This design comes from an exercise in tuning for small area on the open sky130 flow, not from production work.
RTL that was checked went through simulation tests only; none was proved equivalent to the original.
No functional check of the RTL was part of runs 1 to 6.
No driver is modelled on the clock port, so clocking that relies on it looks cheaper here than on a real chip.
No activity file was given, so power comes from the tool's default toggle rates.

`flow/params.sh`:
```
CTS_GROUPS=1
CTS_CELL=sky130_fd_sc_hd__clkinv_16
CTS_ROOT=sky130_fd_sc_hd__clkinv_1
```
`design.v`:
```
module uart_rx #(
    parameter CLK_FREQ      = 50_000_000    ,
    parameter BAUD_RATE     = 9600          ,
    parameter DATA_WIDTH    = 8             ,
    parameter PARITY        = 0             ,
    parameter STOP_BIT      = 1
)(
    input   logic                   clk             ,
    input   logic                   rst             ,
    output  logic [DATA_WIDTH-1:0]  m_axis_tdata    ,
    output  logic                   m_axis_tvalid   ,
    input   logic                   m_axis_tready   ,
    output  logic                   frame_error     ,
    output  logic                   parity_error    ,
    input   logic                   rx_wire
);
    localparam logic [8:0] POS_0   = 9'b011000111;   
    localparam logic [8:0] POS_217 = 9'b000010000;   
    logic       rx_d0, rx_d1, rx_flag;
    logic [8:0] lfsr;
    logic [3:0] tick_cnt;      
    logic [7:0] shreg;
    logic       par;
    wire tick  = lfsr[0] & ~lfsr[1] & ~lfsr[3] & ~lfsr[4] & ~lfsr[5] & ~lfsr[6] & lfsr[7];
    wire pos_v = ~(lfsr[0] | lfsr[1] | lfsr[3] | lfsr[5] | lfsr[6] | lfsr[7] | lfsr[8]);
    wire rx_negedge = rx_d1 & ~rx_d0;
    assign m_axis_tvalid = rx_flag & pos_v & (tick_cnt == 4'd0);    
    assign m_axis_tdata  = shreg;
    assign parity_error  = par;
    assign frame_error   = ~rx_d0;
    always_ff @(posedge clk or posedge rst) begin
        if (rst) begin
            rx_d0    <= 1'b0;
            rx_d1    <= 1'b0;
            rx_flag  <= 1'b0;
        end else begin
            rx_d0    <= rx_wire;
            rx_d1    <= rx_d0;
            rx_flag  <= rx_negedge | (rx_flag & ~m_axis_tvalid);
        end
    end
    always_ff @(posedge clk) begin
        tick_cnt <= rx_flag ? tick_cnt + {3'd0, tick} : 4'd5;
        lfsr <= !rx_flag ? POS_0 : tick ? POS_217 : {lfsr[7:0], lfsr[8] ^ lfsr[1]};
        if (tick && tick_cnt[3:1] != 3'b111)
            shreg <= {rx_wire, shreg[7:1]};
        if (tick)
            par <= (tick_cnt == 4'd5) ? 1'b0 : (tick_cnt == 4'd15) ? par : par ^ rx_wire;
    end
endmodule
module uart_tx #(
    parameter CLK_FREQ      = 50_000_000    ,
    parameter BAUD_RATE     = 9600          ,
    parameter DATA_WIDTH    = 8             ,
    parameter PARITY        = 0             ,
    parameter STOP_BIT      = 1
)(
    input   logic                   clk             ,
    input   logic                   rst             ,
    input   logic [DATA_WIDTH-1:0]  s_axis_tdata    ,
    input   logic                   s_axis_tvalid   ,
    output  logic                   s_axis_tready   ,
    output  logic                   tx_wire
);
    localparam logic [8:0] POS_0 = 9'b000010000;
    logic [8:0] lfsr;
    logic [9:0] shreg;
    logic       par;           
    wire last = lfsr[0] & ~lfsr[1] & ~lfsr[3] & ~lfsr[4] & ~lfsr[5] & ~lfsr[6] & lfsr[7];
    wire hs   = s_axis_tvalid & s_axis_tready;
    wire tail = (shreg[9:1] == 9'd0);      
    always_ff @(posedge clk or posedge rst) begin
        if (rst)
            s_axis_tready <= 1'b1;
        else if (hs)
            s_axis_tready <= 1'b0;
        else if (last && tail && !shreg[0])
            s_axis_tready <= 1'b1;
    end
    always_ff @(posedge clk) begin
        lfsr <= (s_axis_tready | last) ? POS_0 : {lfsr[7:0], lfsr[8] ^ lfsr[1]};
        if (hs)
            shreg <= {1'b1, s_axis_tdata, 1'b0};
        else if (last)
            shreg <= {1'b0, shreg[9:1]};
        par  <= s_axis_tready ? 1'b0 : par ^ (last & shreg[0] & ~tail);
    end
    assign tx_wire = s_axis_tready | (tail ? (~shreg[0] | par) : shreg[0]);
endmodule
module uart #(
    parameter CLK_FREQ      = 50_000_000    ,
    parameter BAUD_RATE     = 115200        ,
    parameter DATA_WIDTH    = 8             ,
    parameter PARITY        = 2             ,    
    parameter STOP_BIT      = 1                  
)(
    input   logic                   clk             ,
    input   logic                   rst             ,
    input   logic [DATA_WIDTH-1:0]  s_axis_tdata    ,
    input   logic                   s_axis_tvalid   ,
    output  logic                   s_axis_tready   ,
    output  logic [DATA_WIDTH-1:0]  m_axis_tdata    ,
    output  logic                   m_axis_tvalid   ,
    input   logic                   m_axis_tready   ,
    output  logic                   frame_error     ,        
    output  logic                   parity_error    ,        
    input   logic                   rx_wire         ,
    output  logic                   tx_wire         
);
    uart_rx #(
        .CLK_FREQ      (CLK_FREQ  ),
        .BAUD_RATE     (BAUD_RATE ),
        .DATA_WIDTH    (DATA_WIDTH),
        .PARITY        (PARITY    ),
        .STOP_BIT      (STOP_BIT  )   
    )u_uart_rx(
        .clk             ,
        .rst             ,
        .m_axis_tdata    ,
        .m_axis_tvalid   ,
        .m_axis_tready   ,
        .frame_error     ,
        .parity_error    ,
        .rx_wire         
    );
    uart_tx #(
        .CLK_FREQ      (CLK_FREQ  ),
        .BAUD_RATE     (BAUD_RATE ),
        .DATA_WIDTH    (DATA_WIDTH),    
        .PARITY        (PARITY    ),
        .STOP_BIT      (STOP_BIT  )   
    )u_uart_tx(
        .clk             ,
        .rst             ,
        .s_axis_tdata    ,
        .s_axis_tvalid   ,
        .s_axis_tready   ,
        .tx_wire         
    );
endmodule
```
`standard.sh`:
```
#!/bin/bash
# synth_recipe.tcl (not shown) runs the flow's synth.tcl, then flattens the netlist and writes it again
# the make line also repeats each setting of config.mk as NAME=value (left out here)
make -C /OpenROAD-flow-scripts/flow DESIGN_CONFIG=/design/flow/config.mk WORK_HOME=/design/flow/orfs CLKGATE_MAP_FILE= SYNTH_SCRIPT=/design/flow/synth_recipe.tcl "${@:-finish}"
```
`flow/cts_pre.tcl`:
```
# Clock distribution for this small design, in place of TritonCTS's H-tree
# (which splits the sinks into groups of at most 15 with a buffer each).
# The clock pins are split into CTS_GROUPS groups by x position; one cell of
# type CTS_CELL, placed at the centroid of its group, drives each group. If
# CTS_ROOT is set, the clock port drives one CTS_ROOT cell, placed at the
# centroid of all sinks, and that cell drives the group cells (use a pair of
# inverters to keep the clock's polarity).
set groups $::env(CTS_GROUPS)
set block [ord::get_db_block]
set db [ord::get_db]
set clk_net [$block findNet clk]
set sinks {}
set ax 0
set ay 0
foreach it [$clk_net getITerms] {
  set loc [[$it getInst] getLocation]
  lappend sinks [list [lindex $loc 0] [lindex $loc 1] $it]
  set ax [expr {$ax + [lindex $loc 0]}]
  set ay [expr {$ay + [lindex $loc 1]}]
}
set n [llength $sinks]
set src_net $clk_net
if {[info exists ::env(CTS_ROOT)] && $::env(CTS_ROOT) ne ""} {
  set root [odb::dbInst_create $block [$db findMaster $::env(CTS_ROOT)] clkbuf_root]
  set src_net [odb::dbNet_create $block clk_root]
  $src_net setSigType CLOCK
  [$root findITerm A] connect $clk_net
  [$root findITerm Y] connect $src_net
  $root setLocation [expr {$ax / $n}] [expr {$ay / $n}]
  $root setPlacementStatus PLACED
}
set master [$db findMaster $::env(CTS_CELL)]
set out_pin [expr {[string match *inv* $::env(CTS_CELL)] ? "Y" : "X"}]
set sinks [lsort -integer -index 0 $sinks]
for {set g 0} {$g < $groups} {incr g} {
  set lo [expr {($g * $n) / $groups}]
  set hi [expr {(($g + 1) * $n) / $groups - 1}]
  set buf [odb::dbInst_create $block $master clkbuf_leaf_$g]
  set net [odb::dbNet_create $block clk_leaf_$g]
  $net setSigType CLOCK
  set sx 0
  set sy 0
  foreach s [lrange $sinks $lo $hi] {
    set sx [expr {$sx + [lindex $s 0]}]
    set sy [expr {$sy + [lindex $s 1]}]
    set it [lindex $s 2]
    $it disconnect
    $it connect $net
  }
  set cnt [expr {$hi - $lo + 1}]
  [$buf findITerm A] connect $src_net
  [$buf findITerm $out_pin] connect $net
  $buf setLocation [expr {$sx / $cnt}] [expr {$sy / $cnt}]
  $buf setPlacementStatus PLACED
  puts "cts_pre: clkbuf_leaf_$g drives $cnt clock pins"
}
```
`constraint.sdc`:
```
create_clock -name core_clock -period 20.0 [get_ports {clk}]
set_input_delay 4.0000 -clock core_clock [delete_from_list [all_inputs] [get_ports {clk}]]
set_output_delay 4.0000 -clock core_clock [all_outputs]
set_load 0.01 [all_outputs]
```
`config.mk`:
```
export PLATFORM = sky130hd
export DESIGN_NAME = uart
export DESIGN_NICKNAME = uart
export VERILOG_FILES = /design/flow/design.v
export SDC_FILE = /design/flow/constraint.sdc
export NUM_CORES = 4
export LEC_CHECK = 0
export CAP_MARGIN = 20
export CORE_MARGIN = 2
export CORE_UTILIZATION = 40
export SLEW_MARGIN = 20
```
`flow/run.sh`:
```
#!/bin/bash
# Standard layout, with two changes: the port buffers are buf_1 cells, and the
# clock is distributed by a few buffers placed by flow/cts_pre.tcl instead of
# TritonCTS's tree (TritonCTS then finds no net to build). Each ORFS step logs
# to orfs/logs/; make's output goes to standard.log.
set -o pipefail
source flow/params.sh
bash standard.sh \
  BUFFER_PORTS_ARGS="-buffer_cell sky130_fd_sc_hd__buf_1" \
  PRE_CTS_TCL="$PWD/flow/cts_pre.tcl" \
  CTS_GROUPS="$CTS_GROUPS" CTS_CELL="$CTS_CELL" CTS_ROOT="$CTS_ROOT" \
  CTS_ARGS="-clk_nets clk -dont_use_dummy_load -buf_list $CTS_CELL" \
  finish > standard.log 2>&1
```
==> results of run 1 <==
-- kinds of logic after synthesis --
logic type               Yosys count  synth area share [%]
AND/OR/NAND/NOR                   48                  16.8
flip-flops                        46                  67.2
AO/OA/AOI/OAI                     18                  8.77
buffers and inverters              9                  2.49
XOR/XNOR                           5                  2.65
adder cells (fa/ha/maj)            2                  1.51
multiplexers                       1                 0.605
-- synth_stat cells (2+ instances only) --
| cell | instances | area (um^2) |
|---|---|---|
| xnor2_1 | 4 | 35.0 |
| nor4_1 | 3 | 18.8 |
| ha_1 | 2 | 25.0 |
| nand3_1 | 2 | 10.0 |
| and2_1 | 7 | 43.8 |
| a22o_1 | 8 | 70.1 |
| nor2b_1 | 4 | 25.0 |
| and3_1 | 2 | 12.5 |
| nor3_1 | 2 | 10.0 |
| nand2b_1 | 6 | 37.5 |
| a31oi_1 | 2 | 12.5 |
| dfrtp_1 | 3 | 75.1 |
| edfxtp_1 | 17 | 510 |
| nand2_1 | 7 | 26.3 |
| nor2_1 | 8 | 30.0 |
| inv_1 | 4 | 15.0 |
| dfxtp_1 | 25 | 500 |
| clkbuf_1 | 3 | 11.3 |
-- worst max-delay path by stage --
stage / cells past startpoint / slack, ps / start / end
CTS: 5 / 14600 / u_uart_tx.shreg[6] / tx_wire
detailed placement: 5 / 14660 / u_uart_tx.shreg[7] / tx_wire
floorplan: 4 / 14940 / u_uart_tx.shreg[7] / tx_wire
global placement: 5 / 14670 / u_uart_tx.shreg[7] / tx_wire
-- power groups by stage --
stage	combinational (uW)	clock, uW	sequential [uW]
CTS	41.5	503	147
global placement	34.4	0	142
floorplan	29.8	0	139
detailed placement	36.5	0	144
-- per-stage QoR --
| step | total power [uW] | cell area (um^2) | util, % | hold slack (ps) |
|---|---|---|---|---|
| CTS | 692 | 3170 | 79.3 | 404 |
| detailed placement | 180 | 1790 | 44.6 | 369 |
| global placement | 177 | 1790 | 44.6 | 364 |
| floorplan | 169 | 1660 | - | 354 |
==> run notes, run 1 <==
* Syn Std Cell Area at ~0.0017 mm^2
* Post-synth EDFFs at 17
* Pre-CTS setup slack at between 10000 and 15000 ps
* Syn nets at 144
* Status: did not finish
* Library cells used by synthesis at 38
* Post-CTS Hold Buffers at 0
* Syn. warnings at 2
* DIE HEIGHT at around 68 um
* Row count at 23
* Detailed placement HPWL at 1990 um
* Placed cell count at 199
* Pin count of the biggest net entering global routing at 47
* Global placer's final weighted congestion at 0.739
* Post-synthesis sequential area ratio at 67.2%
* Avg Inst Size Synth at roughly 13 um^2
* Starting Density at 41.4%
* Stage reached: global routing
* Die W at 68.3 um
* Ys flop type: dfxtp_1
* Mapped Cells at between 100 and 150
* Port bufs at 24
* # IOs at 26
* Post-CTS Setup Inserts at 0
* #FFs+latches synth at 46
* FFs w/ async S/R, synth at 8.70%
* Stop err: [ERROR RSZ-0060] Max buffer count reached.
* Post-CTS resize count at 0
==> run 2: changes to the inputs <==
==> flow/params.sh (replaced) <==
CTS_GROUPS=2
CTS_CELL=sky130_fd_sc_hd__clkbuf_8
CTS_ROOT=
--- a/config.mk
+++ b/config.mk
@@ -9,3 +9,3 @@
 export CORE_MARGIN = 2
-export CORE_UTILIZATION = 40
+export CORE_UTILIZATION = 70
 export SLEW_MARGIN = 20
==> run 2 against run 1 <==
Against the previous run:
- synthesized area is the same
- now clean on timing, DRC and antenna
- synthesized cell count unchanged
==> run notes, run 2 <==
* Detailed placement HPWL at 1990 um (about the same)
* Slowest CP cell: edfxtp_1
* Crit-path leading delay family: simple AND/OR/NAND/NOR gates
* Startpoint types: register
* Core area at 0.00223 mm^2
* # IOs at 26 (unchanged)
* Vias at between 1000 and 1500
* TritonCTS clock tree: done
* Yosys top cell by area: edfxtp_1 (unchanged)
* Crit-path max FO at 4
* Final ANT Viol Nets at 0
* Final worst-path cycle share at 28.9%
* RSZ-0062 raised after global routing: no
* Mapped Cells at 129 (unchanged)
* Vias per cell at 5.69
* WS Path Type: reg2out
* Final TNS setup at 0 ps
* Slowest stage delay, CP at 440 ps
* Most common cell in the netlist: dfxtp_1 (unchanged)
* #FFs+latches synth at 46 (unchanged)
* Antenna Cells at 0
* Wirelength per Cell at between 15 and 20 um
* Global route overflow at 0
* Library cells used by synthesis at 38 (unchanged)
* Share of post-route cells with drive strength above 1 at 6.49%
* Layout Nets at 171
* Slew Viols, Final at 0
* Post-CTS resize count at 0 (unchanged)
* Top cells by count, synth: dfxtp_1 (25), edfxtp_1 (17), a22o_1 (8), nor2_1 (8) (unchanged)
* Filler cell count at 132
* Row count at 17 (was 23)
* First-pass GRT wire length at 4660 um
* Max-Cap Viols at 0
* Syn Std Cell Area at 0.00166 mm^2 (unchanged)
* Clk pin slew, worst setup/hold paths at between 100 and 150 ps
* Met2 GRT Util at about 44%
* GR peak layer: met2
* Syn nets at 144 (unchanged)
* Ys flop type: dfxtp_1 (unchanged)
* Max FFs per register at 10
* Critical Path RT at 16000 ps
* Buf/Inv on CP at 1
* Die W at 52.6 um (was 68.3 um)
* Initial drt markers at 10
* Synth top area cells: edfxtp_1 (31%), dfxtp_1 (30%), dfrtp_1 (4.5%) (unchanged)
* Most common cell after layout, fill and taps aside: dfxtp_1
* Final core occ at approximately four fifths
* Top Registers: u_uart_tx.shreg: 10 flops, u_uart_rx.lfsr: 9 flops, u_uart_tx.lfsr: 9 flops
* Least-Margin Pin Slew at between 800 and 900 ps
* Clock Latency Late Sink at roughly 400 ps
* Min-delay worst type: reg2reg
* Final Critical Period at 5780 ps
* Peak supply drop at 0.0000984 V
* Count of final setup violators at 0
* Final hold vios at 0
* TritonCTS Buffers at 3
* Avg Inst Size Synth at 12.8 um^2 (unchanged)
* Port bufs at 24 (unchanged)
* F_max at 173 MHz
* Synth top area share at 30.8% (unchanged)
* Die area at 0.00277 mm^2
* Pin count of the biggest net entering global routing at 24
* Post-CTS Setup Inserts at 0 (unchanged)
* GR met1 Demand/Resource at 28.4%
* Global placer's final weighted congestion at 0.757 (was 0.739)
* Starting Density at 74.1% (was 41.4%)
* Syn. warnings at 2 (unchanged)
* Detailed Routing Iterations Pass 1 at 4
* Drt drc at 0
* DIE HEIGHT at 52.6 um (was 68.3 um)
* FFs w/ async S/R, synth at 8.70% (unchanged)
* Drt total wl at 2890 um
* CP arrival at 1780 ps
* Top reg by flops: u_uart_tx.shreg
* Post-synthesis sequential area ratio at 67.2% (unchanged)
* Clock Skew at 7.20 ps
* Status: timing/DRC/antenna clean (was did not finish)
* Global Route met3 Usage at about 6.6%
* Pleak at around 0.00071 uW
* Crit path cell chain: nor4_1 > nand3_1 > mux2i_1 > nand2b_1 > buf_1
* Post-synth EDFFs at 17 (unchanged)
* Relative slew slack at 41.5%
* Antenna violations before repair at 0
* Commonest cells after routing, fill and taps aside: dfxtp_1 (25), buf_1 (24), edfxtp_1 (17)
* GR Util All Layers at approximately a quarter
* Cell Pwr Density at 125 mW/mm^2
* Area Growth Syn to Fin at 10.4%
* Vias in the first global route at 1041
* CP endpoint kind: primary output
* Post-CTS Hold Buffers at 0 (unchanged)
==> run 2: cell counts after synthesis <==
Identical to the previous run, type by type.
==> run 2: worst paths after layout <==
kind	from	to	slack, ps	cells after the start
max reg2reg	u_uart_rx.lfsr[1]	u_uart_rx.shreg[2]	17670	3
max	u_uart_tx.shreg[7]	tx_wire	14220	5
min in group asynchronous	rst	u_uart_rx.rx_d1	3440	2
min	u_uart_rx.rx_d0	u_uart_rx.rx_d1	390	0
max in group asynchronous	rst	u_uart_tx.s_axis_tready	16340	2
min reg2reg	u_uart_rx.rx_d0	u_uart_rx.rx_d1	390	0
==> run 2: per-stage QoR <==
stage | hold WS [ps] | cell area [um^2] | cells | total power (uW) | worst slack, ps
5_1_grt | 413 | 1830 | 182 | 240 | 14070
3_3_place_gp | 362 | 1760 | 177 | 176 | 14710
2_1_floorplan | 354 | 1660 | 129 | 169 | 14940
4_1_cts | 399 | 1830 | 182 | 229 | 14230
3_5_place_dp | 373 | 1760 | 177 | 181 | 14700
6_report | 394 | 1830 | 182 | 228 | 14220
==> run 2: where the power goes <==
part,total (uW),internal [uW],switching [uW]
clock network,47.5,22.2,25.3
registers,143,124,19.1
logic,37.5,21.0,16.5
total,228,167,60.9
==> run 2: final cells by class, clock buffers not listed <==
| class | count | area (um^2) | share of cell area, % |
|---|---|---|---|
| Timing Repair Buffer | 24 | 90.1 | 4.93 |
| Tap cell | 28 | 35.0 | 1.92 |
| Buffer | 2 | 27.5 | 1.51 |
| Multi-Input combinational cell | 74 | 502 | 27.5 |
| Sequential cell | 46 | 1110 | 60.9 |
| Inverter | 5 | 18.8 | 1.03 |
==> run 2: layer usage <==
layer	part of all wire, %	vias up	routed length, um
li1	-	507	-
met1	43	510	1240
met2	53	17	1540
met3	3.4	2	98
met4	0.48	0	14
met5	0	-	0
==> run 2: kinds of logic after synthesis <==
| kind of cell | after synthesis | share of synthesized area [%] |
|---|---|---|
| multiplexers | 1 | 0.605 |
| buffers and inverters | 9 | 2.49 |
| XOR/XNOR | 5 | 2.65 |
| AND/OR/NAND/NOR | 48 | 16.8 |
| adder cells (fa/ha/maj) | 2 | 1.51 |
| AO/OA/AOI/OAI | 18 | 8.77 |
| flip-flops | 46 | 67.2 |
==> run 2: worst reg2reg max path, delay by kind of cell, from the launching register on <==
kind            cells  cell delay, ps
simple gates        2             830
compound gates      1             770
flops               1             370
==> run 3: changes to the inputs <==
==> flow/run.sh (replaced) <==
#!/bin/bash
# Standard layout, with two changes: the port buffers are buf_1 cells, and the
# clock is distributed by the small tree of flow/cts_tree.tcl instead of
# TritonCTS's H-tree (flow/cts_pre.tcl and flow/cts_post.tcl, hooked around
# the CTS step). Each ORFS step logs to orfs/logs/; make's output goes to
# standard.log.
set -o pipefail
source flow/params.sh
bash standard.sh \
  BUFFER_PORTS_ARGS="-buffer_cell sky130_fd_sc_hd__buf_1" \
  PRE_CTS_TCL="$PWD/flow/cts_pre.tcl" \
  POST_CTS_TCL="$PWD/flow/cts_post.tcl" \
  CTS_GROUPS="$CTS_GROUPS" CTS_CELL="$CTS_CELL" CTS_ROOT="$CTS_ROOT" \
  CTS_ARGS="-clk_nets clk -dont_use_dummy_load -buf_list sky130_fd_sc_hd__clkbuf_1" \
  finish > standard.log 2>&1
==> flow/cts_post.tcl (new file) <==
# After CTS: put the clock pins back on net clk, remove the temporary buffer,
# build the clock tree of flow/cts_tree.tcl and legalize its cells.
set block [ord::get_db_block]
set clk_net [$block findNet clk]
set tmp_net [$block findNet clk_tmp]
set tmp [$block findInst clk_tmp_buf]
foreach it [$tmp_net getITerms] {
  if {[$it getInst] ne $tmp} {
    $it disconnect
    $it connect $clk_net
  }
}
odb::dbInst_destroy $tmp
odb::dbNet_destroy $tmp_net
source [file join [file dirname [info script]] cts_tree.tcl]
detailed_placement
check_placement -verbose
estimate_parasitics -placement
report_clock_skew
==> flow/cts_pre.tcl (replaced) <==
# Before CTS: hide the clock pins behind one temporary buffer, so that
# TritonCTS (run on net clk only) finds a single sink and builds nothing, and
# repair_clock_inverters finds no inverter to clone.
set block [ord::get_db_block]
set clk_net [$block findNet clk]
set tmp [odb::dbInst_create $block [[ord::get_db] findMaster sky130_fd_sc_hd__clkbuf_1] clk_tmp_buf]
set tmp_net [odb::dbNet_create $block clk_tmp]
$tmp_net setSigType CLOCK
foreach it [$clk_net getITerms] {
  $it disconnect
  $it connect $tmp_net
}
[$tmp findITerm A] connect $clk_net
[$tmp findITerm X] connect $tmp_net
set core [$block getCoreArea]
$tmp setLocation [$core xMin] [$core yMin]
$tmp setPlacementStatus PLACED
==> flow/cts_tree.tcl (new file) <==
# Clock distribution for this small design, in place of TritonCTS's H-tree
# (which splits the sinks into groups of at most 15 with a buffer each).
# The clock pins are split into CTS_GROUPS groups by x position; one cell of
# type CTS_CELL, placed at the centroid of its group, drives each group. If
# CTS_ROOT is set, the clock port drives one CTS_ROOT cell, placed at the
# centroid of all sinks, and that cell drives the group cells (use a pair of
# inverters to keep the clock's polarity).
set groups $::env(CTS_GROUPS)
set block [ord::get_db_block]
set db [ord::get_db]
set clk_net [$block findNet clk]
set sinks {}
set ax 0
set ay 0
foreach it [$clk_net getITerms] {
  set loc [[$it getInst] getLocation]
  lappend sinks [list [lindex $loc 0] [lindex $loc 1] $it]
  set ax [expr {$ax + [lindex $loc 0]}]
  set ay [expr {$ay + [lindex $loc 1]}]
}
set n [llength $sinks]
set src_net $clk_net
if {[info exists ::env(CTS_ROOT)] && $::env(CTS_ROOT) ne ""} {
  set root [odb::dbInst_create $block [$db findMaster $::env(CTS_ROOT)] clkbuf_root]
  set src_net [odb::dbNet_create $block clk_root]
  $src_net setSigType CLOCK
  [$root findITerm A] connect $clk_net
  [$root findITerm Y] connect $src_net
  $root setLocation [expr {$ax / $n}] [expr {$ay / $n}]
  $root setPlacementStatus PLACED
}
set master [$db findMaster $::env(CTS_CELL)]
set out_pin [expr {[string match *inv* $::env(CTS_CELL)] ? "Y" : "X"}]
set sinks [lsort -integer -index 0 $sinks]
for {set g 0} {$g < $groups} {incr g} {
  set lo [expr {($g * $n) / $groups}]
  set hi [expr {(($g + 1) * $n) / $groups - 1}]
  set buf [odb::dbInst_create $block $master clkbuf_leaf_$g]
  set net [odb::dbNet_create $block clk_leaf_$g]
  $net setSigType CLOCK
  set sx 0
  set sy 0
  foreach s [lrange $sinks $lo $hi] {
    set sx [expr {$sx + [lindex $s 0]}]
    set sy [expr {$sy + [lindex $s 1]}]
    set it [lindex $s 2]
    $it disconnect
    $it connect $net
  }
  set cnt [expr {$hi - $lo + 1}]
  [$buf findITerm A] connect $src_net
  [$buf findITerm $out_pin] connect $net
  $buf setLocation [expr {$sx / $cnt}] [expr {$sy / $cnt}]
  $buf setPlacementStatus PLACED
  puts "cts_pre: clkbuf_leaf_$g drives $cnt clock pins"
}
==> flow/params.sh (replaced) <==
CTS_GROUPS=1
CTS_CELL=sky130_fd_sc_hd__clkinv_16
CTS_ROOT=sky130_fd_sc_hd__inv_4
--- a/config.mk
+++ b/config.mk
@@ -9,3 +9,3 @@
 export CORE_MARGIN = 2
-export CORE_UTILIZATION = 70
+export CORE_UTILIZATION = 40
 export SLEW_MARGIN = 20
==> run 3 against run 2 <==
Against the previous run:
- critical path type unchanged
- highest routed layer unchanged
- largest cell class unchanged
- sequential power about the same
- combinational power decreased by 3%
- cell area decreased by 0.27%
- still clean on timing, DRC and antenna
- sequential cell count unchanged
==> run notes, run 3 <==
* Status: timing/DRC/antenna clean (unchanged)
* Top reg by flops: u_uart_tx.shreg (unchanged)
* Area occupied by registers at 0.00111 mm^2 (unchanged)
* Final Critical Period at 5540 ps (was 5780 ps)
* Ys flop type: dfxtp_1 (unchanged)
* GR Util All Layers at 10.9% (was 24.0%)
* WS Path Type: reg2out (unchanged)
* #FFs+latches synth at 46 (unchanged)
* CP arrival at 1540 ps (was 1780 ps)
* Die W at 68.3 um (was 52.6 um)
* Peak supply drop at 0.0000520 V (was 0.0000984 V)
* Max FFs per register at 10 (unchanged)
* Share of post-route cells with drive strength above 1 at 4.64% (was 6.49%)
* CP endpoint kind: primary output (unchanged)
* Pin count of the biggest net entering global routing at 47 (was 24)
* Antenna Cells at 0 (unchanged)
* Top cells by count, synth: dfxtp_1 (25), edfxtp_1 (17), a22o_1 (8), nor2_1 (8) (unchanged)
* Initial drt markers at 63 (was 10)
* Synth top area share at 30.8% (unchanged)
* Commonest cells after routing, fill and taps aside: dfxtp_1 (25), buf_1 (24), edfxtp_1 (17) (unchanged)
* Final core occ at 45.5% (was 81.8%)
* Final hold vios at 0 (unchanged)
* Layout Nets at 168 (was 171)
* Final TNS setup at 0 ps (unchanged)
* Least-Margin Pin Slew at 846 ps (was 874 ps)
* Most common cell in the netlist: dfxtp_1 (unchanged)
* Post-Synth Simple-Gate Area at 16.8% (unchanged)
* Vias in the first global route at 941 (was 1041)
* R2R setup slack at 17910 ps (was 17670 ps)
* Worst reg2reg path depth at 3 (unchanged)
* Mux cell area share after synthesis at 0.605% (unchanged)
* Final ANT Viol Nets at 0 (unchanged)
* RR Endpoint: u_uart_rx.shreg[5] (was u_uart_rx.shreg[2])
* Pleak at 0.000688 uW (was 0.000708 uW)
* Filler cell count at 365 (was 132)
* Avg Inst Size Synth at 12.8 um^2 (unchanged)
* Hold Path Sink: u_uart_rx.rx_d1 (unchanged)
* Top Registers: u_uart_tx.shreg: 10 flops, u_uart_rx.lfsr: 9 flops, u_uart_tx.lfsr: 9 flops (unchanged)
* Detailed Routing Iterations Pass 1 at 4 (unchanged)
* Slew Viols, Final at 0 (unchanged)
* Yosys top cell by area: edfxtp_1 (unchanged)
* Hold Path Stages at 0 (unchanged)
* Critical Path RT at 16000 ps (about the same)
* Library cells used by synthesis at 38 (unchanged)
* F_max at 180 MHz (was 173 MHz)
* Clk pin slew, worst setup/hold paths at 90 ps (was 120 ps)
* Row count at 23 (was 17)
* Crit-path max FO at 4 (unchanged)
* RSZ-0062 raised after global routing: no (unchanged)
* RR Startpoint: u_uart_rx.lfsr[1] (unchanged)
* Startpoint types: register (unchanged)
* Relative slew slack at 43.3% (was 41.5%)
* Crit path from: u_uart_tx.shreg[7] (unchanged)
* First-pass GRT wire length at 4080 um (was 4660 um)
* Die area at 0.00467 mm^2 (was 0.00277 mm^2)
* Core area at 0.00400 mm^2 (was 0.00223 mm^2)
* Detailed placement HPWL at 1990 um (about the same)
* Global placer's final weighted congestion at 0.739 (was 0.757)
* Largest family of logic cells by synthesized area: simple AND/OR/NAND/NOR gates (unchanged)
* Syn. warnings at 2 (unchanged)
* Mapped Cells at 129 (unchanged)
* Post-synthesis sequential area ratio at 67.2% (unchanged)
* Count of final setup violators at 0 (unchanged)
* Drt total wl at 2680 um (was 2890 um)
* Multi-input gate area at 502 um^2 (unchanged)
* DIE HEIGHT at 68.3 um (was 52.6 um)
* # IOs at 26 (unchanged)
* Post-synth EDFFs at 17 (unchanged)
* Final instance area at 0.00182 mm^2 (was 0.00183 mm^2)
* DP Area at 0.00179 mm^2 (was 0.00176 mm^2)
* Syn Std Cell Area at 0.00166 mm^2 (unchanged)
* Vias at 988 (was 1036)
* Adder-Cell Fraction of Synth Area at 1.51% (unchanged)
* Port bufs at 24 (unchanged)
* Worst hold start: u_uart_rx.rx_d0 (unchanged)
* Wirelength per Cell at 13.3 um (was 15.9 um)
* Cell Pwr Density at 116 mW/mm^2 (was 125 mW/mm^2)
* Final worst-path cycle share at 27.7% (was 28.9%)
* Clock Latency Late Sink at 140 ps (was 400 ps)
* Global route overflow at 0 (unchanged)
* Synth Area in XOR/XNOR at 2.65% (unchanged)
* Syn nets at 144 (unchanged)
* Starting Density at 41.4% (was 74.1%)
* Vias per cell at 4.92 (was 5.69)
* Most common cell after layout, fill and taps aside: dfxtp_1 (unchanged)
* Clock Skew at 4.83 ps (was 7.20 ps)
* FFs w/ async S/R, synth at 8.70% (unchanged)
* Drt drc at 0 (unchanged)
* Max-Cap Viols at 0 (unchanged)
* Synth top area cells: edfxtp_1 (31%), dfxtp_1 (30%), dfrtp_1 (4.5%) (unchanged)
* Antenna violations before repair at 0 (unchanged)
* Area Growth Syn to Fin at 10.1% (was 10.4%)
* Complex-gate fraction of the synthesized area at 8.77% (unchanged)
* Min-delay worst type: reg2reg (unchanged)
run 3: cell types whose count changed in the layout (fill, tap and decap cells not counted), sizes merged:
cell / previous run / this run
clkinv: 0 / 1
inv: 5 / 6
clkbuf: 5 / 0
run 3: how the worst max path moves through the flow:
stage | slack, ps | to | cells past startpoint
after floorplan | 14940 | tx_wire | 4
after global placement | 14670 | tx_wire | 5
after detailed placement | 14660 | tx_wire | 5
after global routing | 14340 | tx_wire | 5
final | 14460 | tx_wire | 5
run 3: cells by family (layout without fill, tap and decap cells):
| family | after synthesis | in the layout |
|---|---|---|
| AND/OR/NAND/NOR | 48 | 48 |
| flip-flops | 46 | 46 |
| AO/OA/AOI/OAI | 18 | 18 |
| buffers and inverters | 9 | 31 |
| XOR/XNOR | 5 | 5 |
| adder cells (fa/ha/maj) | 2 | 2 |
| multiplexers | 1 | 1 |
run 3: power breakdown:
| group | total, uW | switching (uW) | internal [uW] |
|---|---|---|---|
| clock network | 33.2 | 28.0 | 5.18 |
| registers | 142 | 17.7 | 124 |
| logic | 36.3 | 15.4 | 20.9 |
| total | 211 | 61.1 | 150 |
run 3: cell type report:
class / count / area share, %
Inverter: 7 / 3.02
Tap cell: 50 / 3.43
Sequential cell: 46 / 61.1
Multi-Input combinational cell: 74 / 27.5
Timing Repair Buffer: 24 / 4.95
run 3: per-layer routing:
metal / up-vias / track usage (%) / share of wire (%)
li1: 501 / - / -
met1: 471 / 14.0 / 49
met2: 14 / 20.5 / 46
met3: 2 / 0.822 / 3.3
met4: 0 / 1.50 / 0.86
met5: - / 0 / 0
run 3: per-stage QoR:
stage / cells / total power [uW] / worst slack [ps] / hold WS, ps
2_1_floorplan: 129 / 169 / 14940 / 354
3_3_place_gp: 199 / 177 / 14670 / 364
3_5_place_dp: 199 / 180 / 14660 / 369
5_1_grt: 201 / 224 / 14340 / 406
6_report: 201 / 211 / 14460 / 387
run 3: worst max-delay path, stage by stage, from the launching register on:
cell,delay [ps]
edfxtp_1,420
nor4_1,330
nand3_1,230
mux2i_1,220
nand2b_1,70
buf_1,130
==> run 4: changes to the inputs <==
==> flow/params.sh (replaced) <==
CTS_GROUPS=1
CTS_CELL=sky130_fd_sc_hd__clkinv_16
CTS_ROOT=sky130_fd_sc_hd__inv_2
--- a/config.mk
+++ b/config.mk
@@ -9,3 +9,3 @@
 export CORE_MARGIN = 2
-export CORE_UTILIZATION = 40
+export CORE_UTILIZATION = 70
 export SLEW_MARGIN = 20
==> run 4 against run 3 <==
Against the previous run:
- cell area is 1.6% lower
- sequential power hardly changed
- core utilization is 35 points higher
- final cell count is 11% lower
- largest power group unchanged
- highest routed layer is now met3
==> run notes, run 4 <==
* GR Util All Layers at 21.3% (was 10.9%)
* DP Area at 0.00176 mm^2 (was 0.00179 mm^2)
* Global route overflow at 0 (unchanged)
* Final WS setup at 14440 ps (was 14460 ps)
* Final instance area at 0.00179 mm^2 (was 0.00182 mm^2)
* Final ANT Viol Nets at 0 (unchanged)
* Syn nets at 144 (unchanged)
* Core area at 0.00223 mm^2 (was 0.00400 mm^2)
* Most common cell after layout, fill and taps aside: dfxtp_1 (unchanged)
* Synth top area cells: edfxtp_1 (31%), dfxtp_1 (30%), dfrtp_1 (4.5%) (unchanged)
* Top cells by count, synth: dfxtp_1 (25), edfxtp_1 (17), a22o_1 (8), nor2_1 (8) (unchanged)
* Status: timing/DRC/antenna clean (unchanged)
* CP arrival at 1560 ps (was 1540 ps)
* Wirelength per Cell at 15.2 um (was 13.3 um)
* Library cells used by synthesis at 38 (unchanged)
* Clock Latency Late Sink at 180 ps (was 140 ps)
* Clk pin slew, worst setup/hold paths at 90 ps (about the same)
* Cell Pwr Density at 119 mW/mm^2 (was 116 mW/mm^2)
* Vias at 1026 (was 988)
* Crit-path max FO at 4 (unchanged)
* Final Critical Period at 5560 ps (was 5540 ps)
* Detailed placement HPWL at 1990 um (about the same)
* Layout Nets at 168 (unchanged)
* Initial drt markers at 13 (was 63)
* Commonest cells after routing, fill and taps aside: dfxtp_1 (25), buf_1 (24), edfxtp_1 (17) (unchanged)
* First-pass GRT wire length at 4470 um (was 4080 um)
* DIE HEIGHT at 52.6 um (was 68.3 um)
* Min-delay worst type: reg2reg (unchanged)
* Pin count of the biggest net entering global routing at 47 (unchanged)
* Critical Path RT at 16000 ps (about the same)
* Peak supply drop at 0.0000963 V (was 0.0000520 V)
* Pleak at 0.000688 uW (about the same)
* Post-synthesis sequential area ratio at 67.2% (unchanged)
* Detailed Routing Iterations Pass 1 at 4 (unchanged)
* CP endpoint kind: primary output (unchanged)
* RSZ-0062 raised after global routing: no (unchanged)
* Most common cell in the netlist: dfxtp_1 (unchanged)
* Least-Margin Pin Slew at 870 ps (was 846 ps)
* Global placer's final weighted congestion at 0.757 (was 0.739)
* Slew Viols, Final at 0 (unchanged)
* Relative slew slack at 41.8% (was 43.3%)
* Yosys top cell by area: edfxtp_1 (unchanged)
* Final worst-path cycle share at 27.8% (was 27.7%)
* Top Registers: u_uart_tx.shreg: 10 flops, u_uart_rx.lfsr: 9 flops, u_uart_tx.lfsr: 9 flops (unchanged)
* Synth top area share at 30.8% (unchanged)
* # IOs at 26 (unchanged)
* Final hold vios at 0 (unchanged)
* Count of final setup violators at 0 (unchanged)
* WS Path Type: reg2out (unchanged)
* Ys flop type: dfxtp_1 (unchanged)
* Avg Inst Size Synth at 12.8 um^2 (unchanged)
* Drt total wl at 2720 um (was 2680 um)
* F_max at 180 MHz (about the same)
* Die W at 52.6 um (was 68.3 um)
* Vias per cell at 5.73 (was 4.92)
* Antenna Cells at 0 (unchanged)
* Filler cell count at 138 (was 365)
* Area Growth Syn to Fin at 8.24% (was 10.1%)
* Port bufs at 24 (unchanged)
* Share of post-route cells with drive strength above 1 at 4.64% (unchanged)
* Startpoint types: register (unchanged)
* Syn Std Cell Area at 0.00166 mm^2 (unchanged)
* Final core occ at 80.2% (was 45.5%)
* Mapped Cells at 129 (unchanged)
* Pre-CTS setup slack at 14700 ps (was 14660 ps)
* Row count at 17 (was 23)
* Max-Cap Viols at 0 (unchanged)
* Max FFs per register at 10 (unchanged)
* Clock Skew at 2.79 ps (was 4.83 ps)
* Antenna violations before repair at 0 (unchanged)
* Syn. warnings at 2 (unchanged)
* Final TNS setup at 0 ps (unchanged)
* Top reg by flops: u_uart_tx.shreg (unchanged)
* Vias in the first global route at 1024 (was 941)
* FFs w/ async S/R, synth at 8.70% (unchanged)
* Drt drc at 0 (unchanged)
* Starting Density at 74.1% (was 41.4%)
* Die area at 0.00277 mm^2 (was 0.00467 mm^2)
* #FFs+latches synth at 46 (unchanged)
* Post-synth EDFFs at 17 (unchanged)
* Fin Hold WS at 389 ps (was 387 ps)
-- run 4: changes by cell type in the layout (fill, tap and decap cells not counted) --
cell and delta:
inv_2 +1, inv_4 -1
-- run 4: path summary, 6_finish.rpt --
kind                                    start                       to  slack [ps]  cells past startpoint
max                        u_uart_tx.shreg[7]                  tx_wire       14440                      5
min                           u_uart_rx.rx_d0          u_uart_rx.rx_d1         390                      0
max reg2reg                 u_uart_rx.lfsr[1]       u_uart_rx.shreg[5]       17810                      3
min reg2reg                   u_uart_rx.rx_d0          u_uart_rx.rx_d1         390                      0
max in group asynchronous                 rst  u_uart_tx.s_axis_tready       16130                      2
min in group asynchronous                 rst          u_uart_rx.rx_d0        3650                      2
-- run 4: worst max-delay path, cell delays in order (launching register included) --
cell	delay, ps
edfxtp_1	430
nor4_1	320
nand3_1	230
mux2i_1	210
nand2b_1	70
buf_1	120
-- run 4: cells by family after synthesis --
logic type / count (synthesis) / share of synthesized area [%]
AND/OR/NAND/NOR: 48 / 16.8
flip-flops: 46 / 67.2
AO/OA/AOI/OAI: 18 / 8.77
buffers and inverters: 9 / 2.49
XOR/XNOR: 5 / 2.65
adder cells (fa/ha/maj): 2 / 1.51
multiplexers: 1 / 0.605
-- run 4: routing by layer --
metal  GRT usage (%)  wire length (um)
met3            1.43                65
met1            26.9              1210
met4            1.28                 0
met2            41.5              1440
met5               0                 0
-- run 4: metrics by stage --
step / total power (uW) / cells
after floorplan: 169 / 129
after global placement: 176 / 177
final: 213 / 179
after detailed placement: 181 / 177
after global routing: 224 / 179
-- run 4: cell type report --
class                      instances  area (um^2)  share of cell area (%)
inverter                           7         52.6                    2.93
multi-input combinational         74          502                    28.0
sequential                        46         1110                    62.1
tap                               28         35.0                    1.96
timing repair buffer              24         90.1                    5.03
-- run 4: power by group --
part | total, uW | internal [uW] | switching (uW) | leakage (uW)
sequential | 143 | 124 | 18.9 | 0.000407
combinational | 37.0 | 21.0 | 16.0 | 0.000264
clock | 32.5 | 4.33 | 28.2 | 0.0000157
total | 213 | 150 | 63.0 | 0.000688
==> run 5: changes to the inputs <==
--- a/design.v
+++ b/design.v
@@ -33,3 +33,2 @@
             rx_d0    <= 1'b0;
-            rx_d1    <= 1'b0;
             rx_flag  <= 1'b0;
@@ -37,3 +36,2 @@
             rx_d0    <= rx_wire;
-            rx_d1    <= rx_d0;
             rx_flag  <= rx_negedge | (rx_flag & ~m_axis_tvalid);
@@ -42,2 +40,3 @@
     always_ff @(posedge clk) begin
+        rx_d1    <= rx_d0;
         tick_cnt <= rx_flag ? tick_cnt + {3'd0, tick} : 4'd5;
--- a/flow/run.sh
+++ b/flow/run.sh
@@ -1,3 +1,5 @@
 #!/bin/bash
-# Standard layout, with two changes: the port buffers are buf_1 cells, and the
+# Standard layout, with three changes: gates are sized down to their smallest
+# variant after floorplan (flow/downsize.tcl), the port buffers are buf_1 cells,
+# and the
 # clock is distributed by the small tree of flow/cts_tree.tcl instead of
@@ -12,2 +14,3 @@
   POST_CTS_TCL="$PWD/flow/cts_post.tcl" \
+  POST_FLOORPLAN_TCL="$PWD/flow/downsize.tcl" \
   CTS_GROUPS="$CTS_GROUPS" CTS_CELL="$CTS_CELL" CTS_ROOT="$CTS_ROOT" \
==> flow/downsize.tcl (new file) <==
# After floorplan: Yosys/ABC sizes some gates up for a timing target far
# tighter than this design needs. Give every logic gate the smallest-area
# variant of its own function (same cell name, other drive strength); the
# resizer's repair_design then fixes any slew or capacitance limit this
# breaks. Flip-flops keep their cells.
set db [ord::get_db]
set dont_use {}
foreach p $::env(DONT_USE_CELLS) { lappend dont_use $p }
proc is_dont_use {name} {
  foreach p $::dont_use { if {[string match $p $name]} { return 1 } }
  return 0
}
set swapped 0
foreach inst [[ord::get_db_block] getInsts] {
  set m [$inst getMaster]
  if {[$m getType] ne "CORE"} { continue }
  set name [$m getName]
  if {![regexp {^(sky130_fd_sc_hd__[a-z0-9]+?)_([0-9]+)$} $name -> base size]} { continue }
  if {[regexp {__(s?e?df|dl|clk)} $base]} { continue }
  set best $m
  set best_area [expr {[$m getWidth] * [$m getHeight]}]
  foreach s {0 1 2} {
    set c [$db findMaster ${base}_$s]
    if {$c eq "NULL" || [is_dont_use [$c getName]]} { continue }
    set a [expr {[$c getWidth] * [$c getHeight]}]
    if {$a < $best_area} {
      set best $c
      set best_area $a
    }
  }
  if {$best ne $m} {
    puts "downsize: [$inst getName] $name -> [$best getName]"
    $inst swapMaster $best
    incr swapped
  }
}
puts "downsize: $swapped cells"
==> flow/params.sh (replaced) <==
CTS_GROUPS=1
CTS_CELL=sky130_fd_sc_hd__clkinv_16
CTS_ROOT=sky130_fd_sc_hd__inv_4
--- a/config.mk
+++ b/config.mk
@@ -9,3 +9,3 @@
 export CORE_MARGIN = 2
-export CORE_UTILIZATION = 70
+export CORE_UTILIZATION = 40
 export SLEW_MARGIN = 20
==> run 5 against run 4 <==
Against the previous run:
- the flow now stops in floorplan
- synthesized cell count unchanged
- synthesized area down 0.30%
==> run notes, run 5 <==
* Status: did not finish (was timing/DRC/antenna clean)
* DIE HEIGHT at 68.2 um (was 52.6 um)
* Mux cell area share after synthesis at 0.607% (was 0.605%)
* Synth top area cells: dfxtp_1 (32%), edfxtp_1 (31%), a22o_1 (4.2%) (was edfxtp_1 (31%), dfxtp_1 (30%), dfrtp_1 (4.5%))
* Syn nets at 144 (unchanged)
* Synth Area in XOR/XNOR at 2.65% (about the same)
* Mapped Cells at 129 (unchanged)
* Starting Density at 41.6% (was 74.1%)
* Syn Std Cell Area at 0.00165 mm^2 (was 0.00166 mm^2)
* Row count at 23 (was 17)
* Largest family of logic cells by synthesized area: simple AND/OR/NAND/NOR gates (unchanged)
* Post-synth EDFFs at 17 (unchanged)
* Ys flop type: dfxtp_1 (unchanged)
* Stage reached: floorplan
* Yosys top cell by area: dfxtp_1 (was edfxtp_1)
* FFs w/ async S/R, synth at 6.52% (was 8.70%)
* Avg Inst Size Synth at 12.8 um^2 (about the same)
* Complex-gate fraction of the synthesized area at 8.79% (was 8.77%)
* Stop err: Error: floorplan.tcl, 161 can't read "::dont_use": no such variable
* Synth top area share at 31.5% (was 30.8%)
* Die W at 68.2 um (was 52.6 um)
* Top cells by count, synth: dfxtp_1 (26), edfxtp_1 (17), a22o_1 (8), nor2_1 (8) (was dfxtp_1 (25), edfxtp_1 (17), a22o_1 (8), nor2_1 (8))
* Post-synthesis sequential area ratio at 67.1% (was 67.2%)
* Adder-Cell Fraction of Synth Area at 1.52% (was 1.51%)
* Library cells used by synthesis at 38 (unchanged)
* Most common cell in the netlist: dfxtp_1 (unchanged)
* Syn. warnings at 2 (unchanged)
* Post-Synth Simple-Gate Area at 16.8% (about the same)
* #FFs+latches synth at 46 (unchanged)
==> run 5: logic make-up after synthesis <==
family | count (synthesis)
flip-flops | 46
AND/OR/NAND/NOR | 48
AO/OA/AOI/OAI | 18
buffers and inverters | 9
adder cells (fa/ha/maj) | 2
multiplexers | 1
XOR/XNOR | 5
==> run 6: changes to the inputs <==
--- a/flow/downsize.tcl
+++ b/flow/downsize.tcl
@@ -6,6 +6,6 @@
 set db [ord::get_db]
-set dont_use {}
-foreach p $::env(DONT_USE_CELLS) { lappend dont_use $p }
+set ::downsize_dont_use {}
+foreach p $::env(DONT_USE_CELLS) { lappend ::downsize_dont_use $p }
 proc is_dont_use {name} {
-  foreach p $::dont_use { if {[string match $p $name]} { return 1 } }
+  foreach p $::downsize_dont_use { if {[string match $p $name]} { return 1 } }
   return 0
==> run 6 against run 5 <==
Against the previous run:
- synthesized cell count unchanged
- now clean on timing, DRC and antenna
- synthesized area unchanged
==> run notes, run 6 <==
* Status: timing/DRC/antenna clean (was did not finish)
* Yosys top cell by area: dfxtp_1 (unchanged)
* Commonest cells after routing, fill and taps aside: dfxtp_1 (26), buf_1 (24), edfxtp_1 (17)
* Vias per cell at ~5.1
* Syn nets at 144 (unchanged)
* DP Area at 0.00177 mm^2
* Syn. warnings at 2 (unchanged)
* Final instance area at 0.00180 mm^2
* Startpoint types: register
* Synth top area share at 31.5% (unchanged)
* DIE HEIGHT at 68.2 um (unchanged)
* Syn Std Cell Area at 0.00165 mm^2 (unchanged)
* Top Registers: u_uart_tx.shreg: 10 flops, u_uart_rx.lfsr: 9 flops, u_uart_tx.lfsr: 9 flops
* Most common cell after layout, fill and taps aside: dfxtp_1
* Area Growth Syn to Fin at 9.25%
* Post-synthesis sequential area ratio at 67.1% (unchanged)
* Clk pin slew, worst setup/hold paths at 90 ps
* Clock Skew at 3.27 ps
* Die W at 68.2 um (unchanged)
* Pleak at 0.000683 uW
* WS Path Type: reg2out
* Final core occ at 45.4%
* Global route overflow at 0
* Drt drc at 0
* Count of final setup violators at 0
* Peak supply drop at 0.0000575 V
* Detailed placement HPWL at 1990 um
* Max-Cap Viols at 0
* Starting Density at 41.6% (unchanged)
* Final Critical Period at ~5500 ps
* Drt total wl at 2700 um
* Pin count of the biggest net entering global routing at 47
* Post-synth EDFFs at 17 (unchanged)
* F_max at 182 MHz
* Avg Inst Size Synth at 12.8 um^2 (unchanged)
* Antenna violations before repair at 0
* Global placer's final weighted congestion at 0.770
* Antenna Cells at 0
* CP arrival at 1490 ps
* Top reg by flops: u_uart_tx.shreg
* Final hold vios at 0
* Port bufs at 24
* Filler cell count at 368
* Vias in the first global route at 946
* Die area at 0.00466 mm^2
* Max FFs per register at 10
* Wirelength per Cell at about 13 um
* Fin Hold WS at 388 ps
* GR Util All Layers at around 12%
* #FFs+latches synth at 46 (unchanged)
* FFs w/ async S/R, synth at 6.52% (unchanged)
* Final ANT Viol Nets at 0
* Mapped Cells at 129 (unchanged)
* Row count at 23 (unchanged)
* Cell Pwr Density at between 100 and 150 mW/mm^2
* Critical Path RT at 16000 ps
* Share of post-route cells with drive strength above 1 at 3.31%
* Most common cell in the netlist: dfxtp_1 (unchanged)
* Slew Viols, Final at 0
* Final worst-path cycle share at 27.4%
* Ys flop type: dfxtp_1 (unchanged)
* Core area at roughly 0.0040 mm^2
* RSZ-0062 raised after global routing: no
* Pre-CTS setup slack at 14680 ps
* Layout Nets at 168
* Detailed Routing Iterations Pass 1 at 4
* CP endpoint kind: primary output
* Least-Margin Pin Slew at ~830 ps
* Synth top area cells: dfxtp_1 (32%), edfxtp_1 (31%), a22o_1 (4.2%) (unchanged)
* Min-delay worst type: reg2reg
* Crit-path max FO at 4
* Library cells used by synthesis at 38 (unchanged)
* Final TNS setup at 0 ps
* Final WS setup at between 10000 and 15000 ps
* Relative slew slack at 44.3%
* Initial drt markers at 51
* Top cells by count, synth: dfxtp_1 (26), edfxtp_1 (17), a22o_1 (8), nor2_1 (8) (unchanged)
* First-pass GRT wire length at around 4300 um
* Vias at 1020
* Clock Latency Late Sink at around 140 ps
* # IOs at 26
run 6: cell counts after synthesis:
No cell type changed its count.
run 6: report_power, final:
| part | internal, uW | leakage (uW) | switching, uW |
|---|---|---|---|
| Clock | 5.20 | 0.0000159 | 28.2 |
| Combinational | 20.5 | 0.000263 | 15.0 |
| Sequential | 124 | 0.000404 | 17.2 |
run 6: final cells by class:
cell class / count / area [um^2] / area share (%)
sequential: 46 / 1110 / 61.4
tap: 50 / 62.6 / 3.47
inverter: 7 / 55.1 / 3.05
timing repair buffer: 24 / 90.1 / 5.00
multi-input combinational: 74 / 488 / 27.1
run 6: cells by family (layout without fill, tap and decap cells):
group                      Yosys count  in the layout  share of synthesized area, %
DFF                                 46             46                          67.1
AOI/OAI and AO/OA                   18             18                          8.79
muxes                                1              1                         0.607
and+or+nand+nor                     48             48                          16.8
adders and majority gates            2              2                          1.52
buffers and inverters                9             31                          2.50
xor gates and xnor gates             5              5                          2.65
run 6: path summary, 6_finish.rpt:
path / depth (start not counted) / startpoint / to / slack [ps]
max in group asynchronous: 2 / rst / u_uart_tx.s_axis_tready / 16110
hold / removal: 0 / u_uart_rx.rx_d0 / u_uart_rx.rx_d1 / 390
min in group asynchronous: 2 / rst / u_uart_rx.rx_flag / 3680
setup / recovery: 5 / u_uart_tx.shreg[6] / tx_wire / 14510
hold reg to reg: 0 / u_uart_rx.rx_d0 / u_uart_rx.rx_d1 / 390
setup reg to reg: 3 / u_uart_rx.lfsr[1] / u_uart_rx.shreg[0] / 17950
run 6: worst max-delay path, cell delays in order (launching register included):
cell      delay, ps
edfxtp_1        420
nor4_1          290
nand3_1         230
mux2i_1         210
nand2b_1         70
buf_1           130
run 6: routing by layer:
metal | track usage, % | vias up | wire, um
li1 | - | 501 | -
met3 | 1.32 | 2 | 149
met1 | 16.5 | 490 | 1280
met4 | 2.75 | 0 | 23
met5 | 0 | - | 0
met2 | 18.7 | 27 | 1240
run 6: through the flow:
step / std cells / total power [uW]
global route: 201 / 224
global placement: 199 / 176
detailed placement: 199 / 179
finish: 201 / 210
floorplan: 129 / 169
==> run 7: changes to the inputs <==
--- a/design.v
+++ b/design.v
@@ -63,3 +63,2 @@
 );
-    localparam logic [8:0] POS_0 = 9'b000010000;
     logic [8:0] lfsr;
@@ -67,3 +66,3 @@
     logic       par;           
-    wire last = lfsr[0] & ~lfsr[1] & ~lfsr[3] & ~lfsr[4] & ~lfsr[5] & ~lfsr[6] & lfsr[7];
+    wire last = ~lfsr[0] & lfsr[1] & lfsr[3] & ~lfsr[4] & ~lfsr[5] & ~lfsr[6] & ~lfsr[7] & ~lfsr[8];
     wire hs   = s_axis_tvalid & s_axis_tready;
@@ -79,3 +78,3 @@
     always_ff @(posedge clk) begin
-        lfsr <= (s_axis_tready | last) ? POS_0 : {lfsr[7:0], lfsr[8] ^ lfsr[1]};
+        lfsr <= (s_axis_tready | last) ? 9'd0 : {~lfsr[7:0], ~(lfsr[8] ^ lfsr[1])};
         if (hs)
==> run 7 against run 6 <==
Against the previous run:
- critical path type unchanged
- die area grew 1.9%
- sequential share of layout area grew 0.56 points
- combinational power shrank 19%
- still clean on timing, DRC and antenna
- clock skew is essentially flat
- final cell count grew 0.50%
- clock power grew 2%
- synthesized area grew 2.0%
- routed wire length shrank 2.0%
==> run notes, run 7 <==
* Top Registers: u_uart_tx.shreg: 10 flops, u_uart_rx.lfsr: 9 flops, u_uart_tx.lfsr: 9 flops (unchanged)
* Relative slew slack at 44.5% (was 44.3%)
* Vias in the first global route at 961 (was 946)
* Pleak at 0.000674 uW (was 0.000683 uW)
* Antenna violations before repair at 0 (unchanged)
* Die area at 0.00475 mm^2 (was 0.00466 mm^2)
* Least-Margin Pin Slew at 828 ps (was 831 ps)
* Vias at 1026 (was 1020)
* Post-synth EDFFs at 17 (unchanged)
* Final worst-path cycle share at 28.2% (was 27.4%)
* Port bufs at 24 (unchanged)
* Library cells used by synthesis at 38 (unchanged)
* Placed cell count at 200 (was 199)
* Peak supply drop at 0.0000668 V (was 0.0000575 V)
* Syn Std Cell Area at 0.00168 mm^2 (was 0.00165 mm^2)
* Post-route non-filler standard cell count at 202 (was 201)
* Vias per cell at 5.08 (was 5.07)
* Min-delay worst type: reg2reg (unchanged)
* Slew Viols, Final at 0 (unchanged)
* Max-Cap Viols at 0 (unchanged)
* RR Startpoint: u_uart_rx.lfsr[1] (unchanged)
* CP arrival at 1630 ps (was 1490 ps)
* Detailed placement HPWL at 1960 um (was 1990 um)
* Clock Skew at 2.84 ps (was 3.27 ps)
* WS Path Type: reg2out (unchanged)
* Commonest cells after routing, fill and taps aside: dfxtp_1 (26), buf_1 (24), nor2_1 (17), edfxtp_1 (17), nand2_1 (9) (was dfxtp_1 (26), buf_1 (24), edfxtp_1 (17))
* Final hold vios at 0 (unchanged)
* Crit-path max FO at 3 (was 4)
* Area Growth Syn to Fin at 6.09% (was 9.25%)
* Worst hold start: u_uart_rx.rx_d0 (unchanged)
* Core area at 0.00403 mm^2 (was 0.00397 mm^2)
* Clock Latency Late Sink at 140 ps (about the same)
* Max FFs per register at 10 (unchanged)
* Avg Inst Size Synth at 13.1 um^2 (was 12.8 um^2)
* Mapped Cells at 129 (unchanged)
* Synth top area cells: dfxtp_1 (31%), edfxtp_1 (30%), a22o_1 (4.2%) (was dfxtp_1 (32%), edfxtp_1 (31%), a22o_1 (4.2%))
* Synth top area share at 30.9% (was 31.5%)
* Pre-CTS setup slack at 14560 ps (was 14680 ps)
* Status: timing/DRC/antenna clean (unchanged)
* Post-synthesis sequential area ratio at 65.8% (was 67.1%)
* Die W at 68.9 um (was 68.2 um)
* Yosys top cell by area: dfxtp_1 (unchanged)
* Top cells by count, synth: dfxtp_1 (26), edfxtp_1 (17), nor2_1 (16) (was dfxtp_1 (26), edfxtp_1 (17), a22o_1 (8), nor2_1 (8))
* Cell Pwr Density at 113 mW/mm^2 (was 117 mW/mm^2)
* Share of post-route cells with drive strength above 1 at 1.97% (was 3.31%)
* CP endpoint kind: primary output (unchanged)
* Drt drc at 0 (unchanged)
* FFs w/ async S/R, synth at 6.52% (unchanged)
* Final WS setup at 14370 ps (was 14510 ps)
* Most common cell after layout, fill and taps aside: dfxtp_1 (unchanged)
* Top reg by flops: u_uart_tx.shreg (unchanged)
* Layout Nets at 169 (was 168)
* Initial drt markers at 33 (was 51)
* Crit path from: u_uart_tx.shreg[7] (was u_uart_tx.shreg[6])
* Final ANT Viol Nets at 0 (unchanged)
* Startpoint types: register (unchanged)
* Ys flop type: dfxtp_1 (unchanged)
* Drt total wl at 2640 um (was 2700 um)
* DIE HEIGHT at 68.9 um (was 68.2 um)
* Global placer's final weighted congestion at 0.668 (was 0.770)
* GR Util All Layers at 11.1% (was 11.5%)
* Starting Density at 41.8% (was 41.6%)
* RSZ-0062 raised after global routing: no (unchanged)
* Syn nets at 144 (unchanged)
* Count of final setup violators at 0 (unchanged)
* Row count at 23 (unchanged)
* Final Critical Period at 5630 ps (was 5490 ps)
* Syn. warnings at 2 (unchanged)
* Most common cell in the netlist: dfxtp_1 (unchanged)
* R2R setup slack at 17920 ps (was 17950 ps)
* Clk pin slew, worst setup/hold paths at 100 ps (was 90 ps)
* First-pass GRT wire length at 4200 um (was 4250 um)
* Global route overflow at 0 (unchanged)
* Final TNS setup at 0 ps (unchanged)
* # IOs at 26 (unchanged)
* F_max at 177 MHz (was 182 MHz)
* Pin count of the biggest net entering global routing at 47 (unchanged)
* Detailed Routing Iterations Pass 1 at 4 (unchanged)
* Wirelength per Cell at 13.1 um (was 13.4 um)
* #FFs+latches synth at 46 (unchanged)
* Critical Path RT at 16000 ps (about the same)
* Antenna Cells at 0 (unchanged)
==> run 7: cell count changes after synthesis, sizes merged, moves of 2 or more <==
cell and delta:
and2 -4, clkbuf -2, nand2 +2, nor2 +8
nor2b -3
==> run 7: final timing paths <==
check	to	cells after the start
setup / recovery	tx_wire	5
hold / removal	u_uart_rx.rx_d1	0
setup reg to reg	u_uart_rx.shreg[0]	3
hold reg to reg	u_uart_rx.rx_d1	0
max in group asynchronous	u_uart_tx.s_axis_tready	2
min in group asynchronous	u_uart_rx.rx_d0	2
==> run 7: metrics by stage <==
stage	util, %	total power (uW)	hold WS, ps	area (um^2)
after floorplan	-	166	347	1680
after global routing	44.3	213	396	1790
after detailed placement	43.4	170	361	1750
after global placement	43.4	167	358	1750
final	44.3	202	379	1790
==> run 7: per-layer routing <==
metal | GRT usage [%] | wire, um
met1 | 15.4 | 1260
met2 | 20.0 | 1290
met3 | 0.649 | 77
met4 | 0.980 | 17
met5 | 0 | 0
==> run 7: power breakdown <==
| group | internal [uW] | switching [uW] |
|---|---|---|
| registers | 123 | 16.4 |
| clock network | 5.23 | 28.9 |
| logic | 15.7 | 13.0 |
==> run 7: worst max-delay path, cell delays in order (launching register included) <==
cell      delay [ps]
edfxtp_1         430
nor4_1           450
nand3_1          200
nor3b_1          210
o21bai_1          80
buf_1            130
==> run 7: logic make-up after synthesis <==
| logic type | after synthesis | synth area share, % |
|---|---|---|
| XOR/XNOR | 5 | 2.60 |
| AO/OA/AOI/OAI | 17 | 7.88 |
| AND/OR/NAND/NOR | 51 | 19.3 |
| adder cells (fa/ha/maj) | 2 | 1.49 |
| multiplexers | 1 | 0.891 |
| flip-flops | 46 | 65.8 |
| buffers and inverters | 7 | 2.08 |
==> run 7: layout make-up <==
class | count | area, um^2
fillers | 383 | 2240
inverters | 6 | 51.3
multi-input cells | 76 | 475
flip-flops and latches | 46 | 1110
well taps | 50 | 62.6
repair buffers | 24 | 90.1
==> run 8: changes to the inputs <==
--- a/flow/downsize.tcl
+++ b/flow/downsize.tcl
@@ -6,6 +6,6 @@
 set db [ord::get_db]
-set ::downsize_dont_use {}
-foreach p $::env(DONT_USE_CELLS) { lappend ::downsize_dont_use $p }
+set dont_use {}
+foreach p $::env(DONT_USE_CELLS) { lappend dont_use $p }
 proc is_dont_use {name} {
-  foreach p $::downsize_dont_use { if {[string match $p $name]} { return 1 } }
+  foreach p $::dont_use { if {[string match $p $name]} { return 1 } }
   return 0
==> run 8 against run 7 <==
Against the previous run:
- the run now fails in floorplan
- synthesized cell count stayed put
- synthesized area stayed put
==> run notes, run 8 <==
* Die W at 68.9 um (unchanged)
* Row count at 23 (unchanged)
* Syn Std Cell Area at 0.00168 mm^2 (unchanged)
* Post-synth EDFFs at 17 (unchanged)
* Starting Density at 41.8% (unchanged)
* Post-Synth Simple-Gate Area at 19.3% (unchanged)
* DIE HEIGHT at 68.9 um (unchanged)
* Synth top area cells: dfxtp_1 (31%), edfxtp_1 (30%), a22o_1 (4.2%) (unchanged)
* Mux cell area share after synthesis at 0.892% (unchanged)
* FFs w/ async S/R, synth at 6.52% (unchanged)
* Yosys top cell by area: dfxtp_1 (unchanged)
* Most common cell in the netlist: dfxtp_1 (unchanged)
* Syn. warnings at 2 (unchanged)
* Mapped Cells at 129 (unchanged)
* Synth top area share at 30.9% (unchanged)
* Status: did not finish (was timing/DRC/antenna clean)
* Avg Inst Size Synth at 13.1 um^2 (unchanged)
* Syn nets at 144 (unchanged)
* Post-synthesis sequential area ratio at 65.8% (unchanged)
* Adder-Cell Fraction of Synth Area at 1.49% (unchanged)
* Largest family of logic cells by synthesized area: simple AND/OR/NAND/NOR gates (unchanged)
* Synth Area in XOR/XNOR at 2.60% (unchanged)
* #FFs+latches synth at 46 (unchanged)
* Top cells by count, synth: dfxtp_1 (26), edfxtp_1 (17), nor2_1 (16) (unchanged)
* Ys flop type: dfxtp_1 (unchanged)
* Stage reached: floorplan
* Stop err: Error: floorplan.tcl, 161 can't read "::dont_use": no such variable
* Library cells used by synthesis at 38 (unchanged)
* Complex-gate fraction of the synthesized area at 7.88% (unchanged)
## run 8: cells by family after synthesis
kind of cell	Yosys count
and+or+nand+nor	51
DFF	46
AOI/OAI and AO/OA	17
buffers and inverters	7
xor gates and xnor gates	5
adders and majority gates	2
muxes	1

-- separate check: timing with driven ports --
The flow's constraints put no driver on any port. The routed layouts listed below were extracted and timed again, unchanged, in two steps. Step 1: set_driving_cell puts a clkbuf_16 on clk and a buf_2 on each other input, an assumption about the parent block. Step 2 also shifts input and output timing later by t, the mid clock arrival at the registers, as if the neighbouring blocks saw the same clock. Slacks: ideal / step 1 / step 2; pairs: ideal / step 1.
run | t (ns) | slack for setup (ns) | worst hold slack (ns) | latest minus earliest clock arrival (ns)
run 2 | 0.426 | 14.220 / 14.195 / 14.621 | 0.394 / 0.394 / 0.394 | 0.008 / 0.008
run 3 | 0.171 | 14.459 / 14.427 / 14.599 | 0.387 / 0.387 / 0.387 | 0.005 / 0.005
run 4 | 0.205 | 14.442 / 14.418 / 14.623 | 0.389 / 0.389 / 0.389 | 0.003 / 0.003
run 6 | 0.175 | 14.513 / 14.477 / 14.652 | 0.388 / 0.388 / 0.388 | 0.003 / 0.004
run 7 | 0.171 | 14.365 / 14.335 / 14.507 | 0.379 / 0.379 / 0.379 | 0.003 / 0.003
After both steps setup and hold are still met in every run listed.
